Background: an optimization exercise with open tools, aiming at small area. Do not read the settings as production practice. The RTL was checked by simulation tests, not by an equivalence proof against the original design.

==> flow/design.v, too long to show whole: its modules and the start of the top module <==
// module top_level: 1601 lines
// module fa: 4 lines
// module ha: 4 lines
module top_level (
    input clk, reset,
    input logic signed [10:0] sig_modulated_fixed_real,
    input logic signed [10:0] sig_modulated_fixed_imag,
    input logic signed [10:0] demod_Lo_real,
    input logic signed [10:0] demod_Lo_imag,
    output logic signed [61:0] sig_demod_30_real,
    output logic signed [61:0] sig_demod_30_imag
);
  // ...
==> flow/run.sh <==
#!/bin/bash
# synth_recipe.tcl (not shown) runs the flow's synth.tcl, then flattens the netlist and writes it again
# the make line also repeats each setting of config.mk as NAME=value (left out here)
make -C /OpenROAD-flow-scripts/flow DESIGN_CONFIG=/design/flow/config.mk WORK_HOME=/design/flow/orfs CLKGATE_MAP_FILE= SYNTH_SCRIPT=/design/flow/synth_recipe.tcl finish
==> flow/config.mk <==
export PLATFORM = sky130hd
export DESIGN_NAME = top_level
export DESIGN_NICKNAME = top_level
export VERILOG_FILES = /design/flow/design.v
export SDC_FILE = /design/flow/constraint.sdc
export NUM_CORES = 4
export LEC_CHECK = 0
export CAP_MARGIN = 0
export CORE_MARGIN = 2
export CORE_UTILIZATION = 50
export SLEW_MARGIN = 0
export SYNTH_HIERARCHICAL = 1
export SYNTH_MINIMUM_KEEP_SIZE = 0
==> flow/constraint.sdc <==
create_clock -name core_clock -period 10.0 [get_ports {clk}]
set_input_delay 2.0000 -clock core_clock [delete_from_list [all_inputs] [get_ports {clk}]]
set_output_delay 2.0000 -clock core_clock [all_outputs]
set_load 0.01 [all_outputs]
==> results.sh, run 1 <==
export IMPL_status="no timing/DRC/antenna violations"
export IMPL_post_route_drc_count=0
export IMPL_fmax_mhz=104
export IMPL_synth_top_flop_cell="dfxtp_1"
export IMPL_overflow=0
export IMPL_crit_path_end_kind="flop"
export IMPL_worstSetupPathDepth=29
export IMPL_synth_simple_area_share_pct=19.4
export IMPL_yosys_top_cells_count="nand2_1 (619), fa_1 (449), a21oi_1 (225)"
export IMPL_dpl_hpwl_um=59800
export IMPL_grt_use_met2_pct=46.3
export IMPL_multi_input_area_share_pct=68.4
export IMPL_clkLatencyLatePin_ns=0.46
export IMPL_avgViaCountPerCell=5.54
export IMPL_die_y_um=233
export IMPL_busiest_layer="met2"
export IMPL_drt_iter0_markers=1318
export IMPL_numCtsBuffers=17
export IMPL_n_fill_cell=4536
export IMPL_track_usage_pct=28.2
export IMPL_syn2layout_area_growth_pct=17.3
export IMPL_dp_cells=3853
export IMPL_num_vias=21500
export IMPL_clock_area_share_pct=1.82
export IMPL_final_cell_mix="nand2_1 (619), fa_1 (449), buf_4 (264), a21oi_1 (221), and2_1 (206)"
export IMPL_path_common_cell="fa_1"
export IMPL_use_met1_pct=40.0
==> run 2, diff against run 1 <==
--- a/flow/config.mk
+++ b/flow/config.mk
@@ -9,4 +9,5 @@
 export CORE_MARGIN = 2
 export CORE_UTILIZATION = 50
+export GPL_TIMING_DRIVEN = 0
 export SLEW_MARGIN = 0
 export SYNTH_HIERARCHICAL = 1
==> run 2 against run 1 <==
Effect of this change:
- clock skew decreased by 0.0037 ns
- fmax decreased by 1.7%
- synthesized cell count unchanged
- cell count decreased by 1.2%
==> results.sh, run 2 <==
export IMPL_track_usage_pct=31.1
export IMPL_wl_per_cell_um=21.7
export IMPL_path_common_cell="fa_1"
export IMPL_cap_violations=0
export IMPL_layout_drive_gt1_share_pct=8.68
export IMPL_synth_top_area_share_pct=34.2
export IMPL_nets=3825
export IMPL_first_pass_iters=5
export IMPL_yosysWarnings=7
export IMPL_io_buffers=168
export IMPL_ys_seq_area_share_pct=14.5
export IMPL_synth_cell_types=71
export IMPL_crit_required_ns=10.32
export IMPL_status="no timing/DRC/antenna violations"
export IMPL_avgViaCountPerCell=5.68
export IMPL_num_vias=21800
export IMPL_arrival_ns=10.10
export IMPL_synth_cells=2943
export IMPL_diodes=0
export IMPL_std_cell_rows=83
export IMPL_critical_path_buf_inv_count=3
export IMPL_dp_cells=3793
export IMPL_antenna_found_initial=0
export IMPL_die_y_um=233
export IMPL_utilization_pct=58.8
export IMPL_final_common_cell="nand2_1"
export IMPL_slew_limit_headroom_pct=31.8
export IMPL_synthAdderAreaFrac_pct=43.1
export IMPL_crit_path_end_kind="flop"
export IMPL_synth_top_family_by_area="adder cells"
export IMPL_synth_top_area_cell="fa_1"
export IMPL_clock_sinks=167
export IMPL_htreeDepth=4
export IMPL_core_sq_um=51600
export IMPL_synth_edf_count=46
export IMPL_place_gp_congestion=0.979
export IMPL_syn2layout_area_growth_pct=15.5
export IMPL_rsz0062_at_grt="false"
export IMPL_worst_pin_slew_ns=1.02
export IMPL_crit_type="input pin to flop"
export IMPL_cts_tree="yes"
export IMPL_critPathMaxStageDelay_ns=0.59
export IMPL_fmax_mhz=102
export IMPL_pin_count=170
export IMPL_post_route_drc_count=0
export IMPL_hold_class="flop to flop"
export IMPL_finalCritPeriodShare_pct=97.8
export IMPL_synthMuxAreaShare_pct=0.800
export IMPL_start_util_pct=50.9
export IMPL_start_kind="input pin"
export IMPL_synth_area_leaders="fa_1 (34%), dfxtp_1 (9.2%), ha_1 (8.9%)"
export IMPL_finalSetupViolations=0
export IMPL_critPathTopFamily="adder cells"
export IMPL_ys_ff_latch=167
export IMPL_clkLatencyLatePin_ns=0.46
export IMPL_root_buffer="clkbuf_16"
export IMPL_synth_simple_area_share_pct=19.4
export IMPL_dpl_hpwl_um=67200
export IMPL_hold_ws_ns=0.450
export IMPL_grt_max_degree=36
export IMPL_clk_path_buf_depth=2
export IMPL_syn_nets=3625
export IMPL_drtAntennaViolNets=0
export IMPL_instances_no_fill=3836
export IMPL_synth_xor_area_share_pct=4.39
export IMPL_yosys_top_cells_count="nand2_1 (619), fa_1 (449), a21oi_1 (225)"
export IMPL_final_hold_viol_count=0
export IMPL_finalWorstPathRequiredPeriod_ns=9.78
export IMPL_syn_cell_area_sq_um=26300
export IMPL_grt_pass1_vias=22800
export IMPL_wl_um=83200
export IMPL_synth_top_flop_cell="dfxtp_1"
export IMPL_numCtsBuffers=17
export IMPL_yosysMostFrequentCell="nand2_1"
export IMPL_worstPathMaxFanout=10
export IMPL_clk_pin_slew_ns=0.08
export IMPL_cpMaxStageDelayCell="or4b_1"
export IMPL_skew_ns=0.0175
export IMPL_dieArea_sq_um=54400
export IMPL_drt_iter0_markers=1447
export IMPL_synth_avg_cell_area_sq_um=8.92
export IMPL_final_cell_mix="nand2_1 (619), fa_1 (447), a21oi_1 (217), and2_1 (206), nor2_1 (196)"
export IMPL_overflow=0
export IMPL_async_flop_share_pct=0
export IMPL_slew_violations=0
export IMPL_fp_dieW_um=233
export IMPL_grt_pass1_wl_um=128000
export IMPL_synth_compound_area_share_pct=12.0
run 2: modules after synthesis, one instance, submodules excluded:
module | area [sq um] | flip-flops and latches | times used
top_level | 17100 | 167 | 1
fa | 20.0 | 0 | 444
ha | 12.5 | 0 | 23
run 2: cells by family after synthesis:
family,Yosys count
AO/OA/AOI/OAI,510
adder cells (fa/ha/maj),636
XOR/XNOR,127
buffers and inverters,340
multiplexers,21
AND/OR/NAND/NOR,1142
flip-flops,167
run 2: path summary, 6_finish.rpt:
path / startpoint / cells past startpoint / endpoint / slack, ns
worst max-delay path: demod_Lo_imag[9] / 30 / acc_im[27] / 0.22
worst min-delay path: acc_re[14] / 2 / out_re[14] / 0.45
worst max register to register: cnt[3] / 17 / acc_re[27] / 4.11
worst min register to register: acc_re[14] / 2 / out_re[14] / 0.45
run 2: cell type report:
class                      count  area (sq um)
buffer                       218          1590
clock buffer                  18           450
clock inverter                14           156
fill                        4672         21300
inverter                     118           443
multi-input combinational   2436         21200
sequential                   167          3800
tap                          680           851
timing repair buffer         185          1820
run 2: layer usage:
layer / GRT usage, % / wire length (um) / part of all wire, %
met5: 0 / 0 / 0
met4: 12.8 / 3410 / 4.1
met3: 3.42 / 4830 / 5.8
met2: 54.3 / 40800 / 49
met1: 39.3 / 34200 / 41
run 2: stage by stage:
stage          cell area, sq um  worst slack (ns)  setup TNS, ns
4_1_cts                   30100           0.00717              0
3_5_place_dp              28800             -1.51         -33.26
2_1_floorplan             26300             0.645              0
3_3_place_gp              28800             -1.46         -29.73
6_report                  30300             0.221              0
5_1_grt                   30300          0.000338              0
run 2: repair_timing:
| action | CTS | global route |
|---|---|---|
| setup endpoints to repair | 29 | 22 |
| pin swaps | 3 | 6 |
| gates resized for setup | 206 | 149 |
| hold buffers | 0 | 0 |
| cloned | 0 | 0 |
| buffers inserted | 13 | 2 |
run 2: worst min-delay path: stages (launching register included):
cell and delay (ns):
dfxtp_1 0.31, nand2_1 0.05, a21oi_1 0.05
==> run 3, diff against run 2 <==
--- a/flow/config.mk
+++ b/flow/config.mk
@@ -6,9 +6,8 @@
 export NUM_CORES = 4
 export LEC_CHECK = 0
-export CAP_MARGIN = 0
+export CAP_MARGIN = 20
 export CORE_MARGIN = 2
 export CORE_UTILIZATION = 50
-export GPL_TIMING_DRIVEN = 0
-export SLEW_MARGIN = 0
+export SLEW_MARGIN = 20
 export SYNTH_HIERARCHICAL = 1
 export SYNTH_MINIMUM_KEEP_SIZE = 0
==> run 3 against run 2 <==
Effect of this change:
- still clean on timing, DRC and antenna
- wire length decreased by 11%
- global-route usage down 2.9 points
- synthesized cell count stayed put
- cell count is 1.3% higher
- register-to-register slack improved by 0.61 ns
- fmax grew 1.7%
- via count decreased by 1.3%
- critical path depth down 1
- worst hold slack worse by 0.00089 ns
- critical endpoint is now acc_re[27]
- clock skew increased by 0.0037 ns
==> results.sh, run 3 <==
export IMPL_ys_ff_latch=167
export IMPL_io_buffers=169
export IMPL_fin_ws_ns=0.382
export IMPL_syn2layout_area_growth_pct=17.3
export IMPL_synth_area_leaders="fa_1 (34%), dfxtp_1 (9.2%), ha_1 (8.9%)"
export IMPL_root_buffer="clkbuf_16"
export IMPL_grt_pass1_vias=22400
export IMPL_overflow=0
export IMPL_layout_drive_gt1_share_pct=11.1
export IMPL_synth_top_area_cell="fa_1"
export IMPL_finalSetupViolations=0
export IMPL_critical_path_buf_inv_count=4
export IMPL_fp_dieW_um=233
export IMPL_first_pass_iters=5
export IMPL_arrival_ns=9.95
export IMPL_nets=3875
export IMPL_synth_edf_count=46
export IMPL_clock_sinks=167
export IMPL_dieArea_sq_um=54400
export IMPL_crit_type="input pin to flop"
export IMPL_post_route_drc_count=0
export IMPL_fmax_mhz=104
export IMPL_hold_ws_ns=0.449
export IMPL_track_usage_pct=28.2
export IMPL_final_common_cell="nand2_1"
export IMPL_final_cell_mix="nand2_1 (619), fa_1 (449), buf_4 (264), a21oi_1 (221), and2_1 (206)"
export IMPL_drt_iter0_markers=1318
export IMPL_cpMaxStageDelayCell="clkdlybuf4s50_1"
export IMPL_dp_slack_ns=-0.143
export IMPL_yosysMostFrequentCell="nand2_1"
export IMPL_crit_path_end_kind="flop"
export IMPL_wl_um=73900
export IMPL_cap_violations=0
export IMPL_syn_nets=3625
export IMPL_synth_top_area_share_pct=34.2
export IMPL_critPathMaxStageDelay_ns=0.54
export IMPL_num_vias=21500
export IMPL_crit_required_ns=10.33
export IMPL_hold_class="flop to flop"
export IMPL_reg2reg_depth=17
export IMPL_worstHoldPathCells=2
export IMPL_std_cell_rows=83
export IMPL_yosys_top_cells_count="nand2_1 (619), fa_1 (449), a21oi_1 (225)"
export IMPL_final_cell_area_sq_um=30800
export IMPL_wl_per_cell_um=19.0
export IMPL_numCtsBuffers=17
export IMPL_htreeDepth=4
export IMPL_synth_top_flop_cell="dfxtp_1"
export IMPL_yosysWarnings=7
export IMPL_syn_cell_area_sq_um=26300
export IMPL_diodes=0
export IMPL_regToRegSetupSlack_ns=4.72
export IMPL_rsz0062_at_grt="false"
export IMPL_critPathTopFamily="adder cells"
export IMPL_core_sq_um=51600
export IMPL_synth_cells=2943
export IMPL_final_hold_viol_count=0
export IMPL_slew_violations=0
export IMPL_clk_pin_slew_ns=0.07
export IMPL_grt_pass1_wl_um=120000
export IMPL_skew_ns=0.0213
export IMPL_status="no timing/DRC/antenna violations"
export IMPL_clk_path_buf_depth=2
export IMPL_synth_cell_types=71
export IMPL_start_util_pct=50.9
export IMPL_start_kind="input pin"
export IMPL_cts_tree="yes"
export IMPL_place_area_sq_um=30100
export IMPL_worst_pin_slew_ns=0.972
export IMPL_async_flop_share_pct=0
export IMPL_pin_count=170
export IMPL_finalCritPeriodShare_pct=96.2
export IMPL_worstPathMaxFanout=7
export IMPL_grt_max_degree=71
export IMPL_utilization_pct=59.7
export IMPL_finalWorstPathRequiredPeriod_ns=9.62
export IMPL_r2r_end="acc_re[24]"
export IMPL_dpl_hpwl_um=59800
export IMPL_synth_avg_cell_area_sq_um=8.92
export IMPL_die_y_um=233
export IMPL_path_common_cell="fa_1"
export IMPL_worstSetupPathDepth=29
export IMPL_avgViaCountPerCell=5.54
export IMPL_drtAntennaViolNets=0
export IMPL_clkLatencyLatePin_ns=0.46
export IMPL_antenna_found_initial=0
export IMPL_r2r_start="cnt[1]"
export IMPL_ys_seq_area_share_pct=14.5
export IMPL_hold_start="acc_re[0]"
export IMPL_holdPathEnd="out_re[0]"
export IMPL_slew_limit_headroom_pct=35.2
export IMPL_place_gp_congestion=0.919
## run 3: worst max-delay path by stage
stage,start,end
finish,demod_Lo_real[5],acc_re[27]
global route,demod_Lo_real[5],acc_re[22]
CTS,demod_Lo_real[10],acc_re[26]
detailed placement,demod_Lo_real[10],acc_re[26]
global placement,demod_Lo_real[5],acc_re[24]
floorplan,demod_Lo_imag[7],acc_im[28]
## run 3: cell families (layout without fill, tap and decap cells)
kind of cell	after synthesis	in the layout	share of synthesized area [%]
AOI/OAI and AO/OA	510	510	12.0
DFF	167	167	14.5
and+or+nand+nor	1142	1142	19.4
muxes	21	21	0.800
xor gates and xnor gates	127	127	4.39
buffers and inverters	340	601	5.80
adders and majority gates	636	636	43.1
## run 3: stage by stage
step           std cells  setup TNS [ns]
2_1_floorplan       2943               0
3_3_place_gp        3853          -0.474
3_5_place_dp        3853          -0.960
4_1_cts             3883               0
5_1_grt             3884               0
6_report            3884               0
## run 3: Yosys stat by module (local to each module, per instance)
module	cell area (sq um)	cells	flops+latches
fa	20.0	1	0
ha	12.5	1	0
top_level	17100	2476	167
## run 3: worst register-to-register path: cells and delay by family, from the launching register on
family	cells	cell delay, ns
buffers and inverters	3	0.89
AO/OA/AOI/OAI	8	1.86
AND/OR/NAND/NOR	2	0.74
adder cells (fa/ha/maj)	3	1.10
XOR/XNOR	1	0.16
flip-flops	1	0.37
## run 3: repair_timing
item	in CTS	in global routing
setup endpoints to repair	0	12
setup buffers	0	1
hold buffers	0	0
gates resized for setup	0	18
## run 3: area by class of cell
class / instances / area, sq um
Clock inverter: 12 / 121
Timing Repair Buffer: 453 / 4080
Sequential cell: 167 / 3800
Fill cell: 4536 / 20800
Multi-Input combinational cell: 2436 / 21100
Inverter: 118 / 443
Clock buffer: 18 / 439
Tap cell: 680 / 851
## run 3: metal layers
layer | track usage [%] | routed length [um] | vias to the layer above | part of all wire (%)
met5 | 0 | 0 | - | 0
met4 | 7.58 | 1670 | 0 | 2.3
met3 | 2.80 | 4370 | 98 | 5.9
met2 | 46.3 | 34300 | 752 | 46
met1 | 40.0 | 33600 | 10600 | 45
li1 | - | - | 10000 | -

-- static timing again, ports no longer ideal --
In the flow no input, the clock included, has a driving cell. The finished layouts below were timed again as built, in two steps. Step 1, drivers: a clkbuf_16 drives clk and a buf_2 each remaining input, both assumed. Step 2 also shifts input and output timing later by t, the mid clock arrival at the registers, as if the neighbouring blocks saw the same clock. a / b / c = ideal ports / drivers / drivers and shift; a / b = the first two.
run | t, ns | setup WS [ns] | worst setup path at the end
run 1 | 0.498 | 0.382 / 0.402 / -0.096 | input to register
run 2 | 0.509 | 0.221 / 0.248 / -0.261 | input to register
run 3 | 0.498 | 0.382 / 0.402 / -0.096 | input to register
With both steps, setup timing fails in every run listed, where it was met with ideal ports. For run 2, which loses most, drivers alone change the setup slack by +0.027 ns; drivers and shift together by -0.482 ns.
